This design comes from an exercise in tuning for small area and a short achievable clock period on the open sky130 flow, not from production work.
Where RTL was checked, it was by simulation tests only, not by an equivalence proof against the original.
Power is estimated from default activity; no workload was simulated.

## rev 12
## vga_top
module vga_top(
	input ClkPort,
	input Reset,
	input BtnC,
	input BtnU,
	input BtnR,
	input BtnL,
	output hSync, vSync,
	output [3:0] vgaR, vgaG, vgaB,
	output An0, An1, An2, An3, An4, An5, An6, An7,
	output Ca, Cb, Cc, Cd, Ce, Cf, Cg, Dp,
	output QuadSpiFlashCS
	);
For scale: roughly 4400 cells after synthesis, ~410 flip-flops, roughly 37 I/O pins, ~0.038 mm2 of cells after synthesis.
Settings: LEC_CHECK=0, CAP_MARGIN=20, CORE_MARGIN=2, CORE_UTILIZATION=40, SLEW_MARGIN=20; clock period 30.0 ns.
run.sh (not shown) runs the stock make flow with config.mk's settings and CLKGATE_MAP_FILE= SYNTH_SCRIPT=/design/flow/synth_recipe.tcl, a recipe that flattens the netlist after the stock synthesis.
## Diff of input files: rev 13 against rev 12
-- flow/design.v --
<<< rev 12, line 116
		input [6:0] q;
		input [3:0] r;
		reg [7:0] u;       
		reg [6:0] t;       
		begin
			u = {2'b0, b} + 8'd18 - {1'b0, q};
			t = {u[2:0], 3'b0} + {u[2:0], 1'b0} + 7'd9 - {3'b0, r};
			if (u > 8'd7) cols = 3'b000;
			else begin
				cols[0] = (t >= 7'd34) && (t <= 7'd54);
				cols[1] = (t >= 7'd9) && (t <= 7'd29);
				cols[2] = (t >= 7'd59) && (t <= 7'd79);
			end
		end
>>> rev 13, line 116
		input [6:0] q;
		input [3:0] r;
		reg [7:0] dq;
		reg signed [7:0] d;
		begin
			dq = {2'b0, b} + 8'd15 - {1'b0, q};
			d = $signed({dq[3:0], 3'b0}) + $signed({dq[3:0], 1'b0}) + 8'sd5 - $signed({4'b0, r});
			if ($signed(dq) < -3 || $signed(dq) > 4) cols = 3'b000;
			else begin
				cols[0] = (d >= 0) && (d <= 20);
				cols[1] = (d >= -25) && (d <= -5);
				cols[2] = (d >= 25) && (d <= 45);
			end
		end
<<< rev 12, line 436
		((dxb <= 5'd9) && (dvb >= 0) && (dvb <= 6)) ||
		((dxb >= 5'd2) && (dxb <= 5'd7) && (dvb >= -2) && (dvb <= 0)));
	wire [7:0] u = {1'b0, hq} + 8'd3 - {1'b0, eq};
	wire [6:0] te = {u[3:0], 3'b0} + {u[3:0], 1'b0} + {3'b0, hr} + 7'd9 - {3'b0, er};
	wire de_ok = (u <= 8'd8);
	wire colM = de_ok && (te >= 7'd39) && (te <= 7'd59);
	wire colL = de_ok && (te >= 7'd14) && (te <= 7'd34);
	wire colR = de_ok && (te >= 7'd64) && (te <= 7'd84);
	wire signed [10:0] dye = {1'b0, v} - {1'b0, enemy1_y};
	wire rowB = (dye >= 0) && (dye <= 20);
>>> rev 13, line 436
		((dxb <= 5'd9) && (dvb >= 0) && (dvb <= 6)) ||
		((dxb >= 5'd2) && (dxb <= 5'd7) && (dvb >= -2) && (dvb <= 0)));
	wire [7:0] de = {1'b0, hq} - {1'b0, eq};
	wire signed [7:0] dxe = $signed({de[3:0], 3'b0}) + $signed({de[3:0], 1'b0}) + $signed({4'b0, hr}) - $signed({4'b0, er});
	wire de_ok = ($signed(de) >= -3) && ($signed(de) <= 5);
	wire colM = de_ok && (dxe >= 0) && (dxe <= 20);
	wire colL = de_ok && (dxe >= -25) && (dxe <= -5);
	wire colR = de_ok && (dxe >= 25) && (dxe <= 45);
	wire signed [10:0] dye = {1'b0, v} - {1'b0, enemy1_y};
	wire rowB = (dye >= 0) && (dye <= 20);
--- outcome ---
For rev 13 and rev 12, there was not a single run that failed to finish clean.
Comparing rev 13 and rev 12, the lower number of vias after detailed routing was measured on rev 12.
The final clock skew in rev 13 sits 0.025 ns below the value recorded for rev 12.
Rev 13 vs rev 12, number of non-clock inverters in the layout went down by 5.
Relative to rev 12, complex-gate fraction of the synthesized area has decreased by 0.44 points in rev 13.
Placer's final routability congestion estimate grows by a few percent when moving from rev 12 to rev 13.
Relative to rev 12, final period demand of the worst path has gone down in rev 13.
Final-layout worst hold slack: rev 13 and rev 12 compared, higher one is rev 13
Starting density of the core of rev 13 is on par with rev 12.
Compared with rev 12, in rev 13 filler cell count in the final layout went up by 0.59%, wire length reported by the detailed router fell by 0.33%, combinational power now smaller, number of nets at the end of the flow moved up, worst-case setup margin in the final layout went up by 1.21 ns.
Rev 13 reports a lower power than rev 12 does.
For rev 13, only the layout was checked, not whether the RTL still works.

========
Another version of the RTL of vga_top (not shown whole).
Size in the first run: ~5100 cells after synthesis, ~420 flip-flops, about 37 I/O pins, about 0.041 sq mm of cells after synthesis.
export LEC_CHECK = 0
export CAP_MARGIN = 20
export CORE_MARGIN = 2
export CORE_UTILIZATION = 40
export SLEW_MARGIN = 20
create_clock -name core_clock -period 30.0 [get_ports {ClkPort}]
Then changed:
--- a/flow/design.v
+++ b/flow/design.v
@@ -49,14 +49,15 @@
 	input BtnL,
 	input BtnC,
 	input Reset,
 	input rst,
 	input [6:0] hq_n,             
 	input [3:0] hr_n,
 	input [9:0] v_n,
+	input bright_n,              
 	input stars_n,
 	output reg [4:0] colour,      
 	output reg [5:0] k,           
 	output reg [5:0] bk,          
 	output reg bvalid,
 	output reg [9:0] ben_v,
 	output reg [6:0] eq,          
@@ -538,22 +539,26 @@
 		assign b_first[gi] = b_n[gi] & ~|b_n[gi-1:1];
 	end endgenerate
 	wire b_any = |b_n;
 	wire b_white = |(b_first & ~dead_n);
 	wire low_white = e_any ? e_white : b_any ? b_white : stars_n;
 	wire low_green = e_any & e_green;
 	wire [4:0] col_n =
+		~bright_n ? 5'b00000 :
 		go_n ? 5'b11010 :
 		splash_n ? 5'b01100 :
 		p_n ? 5'b00011 :
 		bu_n ? (bb_n ? 5'b00000 : 5'b10000) :
 		low_green ? 5'b01100 :
 		low_white ? 5'b11111 : 5'b00000;
 	always @(posedge clk)
-		colour <= col_n;
+		if (rst)
+			colour <= 5'b00000;
+		else
+			colour <= col_n;
 	integer i;
 	always @(posedge clk) begin
 		for (i = 1; i <= 9; i = i + 1) begin
 			bq[i] <= bq_n[i];
 			br[i] <= br_n[i];
 			by[i] <= by_n[i];
 		end
@@ -705,28 +710,26 @@
 		v13 <= rst ? 4'd0 : v13_n;
 		if (rst)
 			v17 <= 0;
 		else if (clk25_en && h_end)
 			v17 <= v_more ? v17_inc : 5'd0;
 	end
 	always @(*)
-		if (rst)
-			bright_n = 0;
-		else if (clk25_en)
+		if (clk25_en)
 			bright_n = h_vis;
 		else
 			bright_n = bright;
 	always @(posedge clk)
-		bright <= bright_n;
+		bright <= rst ? 1'b0 : bright_n;
 endmodule
 `timescale 1ns / 1ps
 module vga_bitchange(
 	input clk,
 	input rst,
-	input bright,
+	input bright_n,
 	input BtnC,
 	input button,
 	input BtnR,
 	input BtnL,
 	input [6:0] hq_n,
 	input [3:0] hr_n,
 	input [9:0] v_n,
@@ -741,21 +744,21 @@
 	parameter BLUE  = 12'b0000_0000_1111;
 	parameter PINK  = 12'b1111_1100_1101;
 	wire [4:0] colour;
 	wire game_over, splash_screen;
 	wire [8:0] dead;
 	assign score = 16'd0;
 	game_logic gl(.clk(clk), .rst(rst), .BtnR(BtnR), .BtnL(BtnL), .BtnC(BtnC), .Reset(button),
-		.hq_n(hq_n), .hr_n(hr_n), .v_n(v_n), .stars_n(stars_n),
+		.hq_n(hq_n), .hr_n(hr_n), .v_n(v_n), .bright_n(bright_n), .stars_n(stars_n),
 		.colour(colour),
 		.k(), .bk(), .bvalid(), .ben_v(), .eq(), .er(), .enemy1_y(),
 		.bq_all(), .br_all(), .by_all(), .en_all(), .dead_all(dead),
 		.game_over(game_over), .splash_screen(splash_screen));
 	always @(*)
-		rgb = {12{bright}} & {{4{colour[4]}}, {2{colour[3]}}, {2{colour[2]}}, {2{colour[1]}}, colour[0], colour[1]};
+		rgb = {{4{colour[4]}}, {2{colour[3]}}, {2{colour[2]}}, {2{colour[1]}}, colour[0], colour[1]};
 endmodule
 module counter(
 	input clk,
 	input rst,
 	input [15:0] displayNumber,
 	input [1:0] low,             
 	output reg [3:0] anode,
@@ -796,15 +799,15 @@
 	wire [6:0] ssdOut;
 	wire [3:0] anode;
 	wire [11:0] rgb;
 	wire [1:0] div;
 	wire bright_n, stars_n;
 	display_controller dc(.clk(ClkPort), .rst(Reset), .hSync(hSync), .vSync(vSync), .bright(bright),
 		.hq_n(hq_n), .hr_n(hr_n), .v_n(v_n), .bright_n(bright_n), .stars_n(stars_n), .div_out(div));
-	vga_bitchange vbc(.clk(ClkPort), .rst(Reset), .bright(bright), .BtnC(BtnC), .button(BtnU), .BtnR(BtnR), .BtnL(BtnL),
+	vga_bitchange vbc(.clk(ClkPort), .rst(Reset), .bright_n(bright_n), .BtnC(BtnC), .button(BtnU), .BtnR(BtnR), .BtnL(BtnL),
 		.hq_n(hq_n), .hr_n(hr_n), .v_n(v_n), .stars_n(stars_n), .rgb(rgb), .score(score));
 	counter cnt(.clk(ClkPort), .rst(Reset), .displayNumber(score), .low(div), .anode(anode), .ssdOut(ssdOut));
 	assign Dp = 1;
 	assign {Ca, Cb, Cc, Cd, Ce, Cf, Cg} = ssdOut[6:0];
 	assign {An7, An6, An5, An4, An3, An2, An1, An0} = {4'b1111, anode};
 	assign vgaR = rgb[11:8];
 	assign vgaG = rgb[7:4];
Total power went down by a few percent.
Sequential power hardly moves.
Clock skew went down by 12 ps.
Flip-flop and latch count stays the same.
Worst hold slack improved by 9.6 ps.
Final cell count went down slightly.
Wire length went up slightly.
Setup slack got worse by 280 ps.
Combinational power went down by about a fifth.
Count of clock-buffer cells in the layout went up by 3.

[separate check: timing with driven ports]
How much do the figures lean on ideal ports? The routed layouts below were timed once more, with nothing changed but the port constraints.
Step 1: set_driving_cell puts a clkbuf_16 on ClkPort and a buf_2 on each other input, an assumption about the parent block.
Step 2 times the ports against the registers' clock, not the clock port: input delays grow and output delays shrink by t, the midpoint of the rising clock arrivals with the driver on.
Slacks: ideal / step 1 / step 2; pairs: ideal / step 1.
run | shift t [ns] | setup slack, ns | hold WS [ns] | worst slew at a driven data input, ns | pins driven straight from the clock port
rev 12 | 0.695 | 15.994 / 15.925 / 16.619 | 0.442 / 0.442 / 0.442 | 0.05 | 1
rev 13 | 0.692 | 17.205 / 17.135 / 17.826 | 0.450 / 0.450 / 0.450 | 0.05 | 1
the first run of note 2 | 0.692 | 22.156 / 22.082 / 21.951 | 0.437 / 0.437 / 0.437 | 0.03 | 1
the second run of note 2 | 0.682 | 21.876 / 21.876 / 21.799 | 0.446 / 0.446 / 0.446 | 0.04 | 1
After both steps every run listed still meets setup and hold. The setup slack of the first run of note 2, which loses most, moves by -0.074 ns with the drivers and by -0.205 ns with both steps.
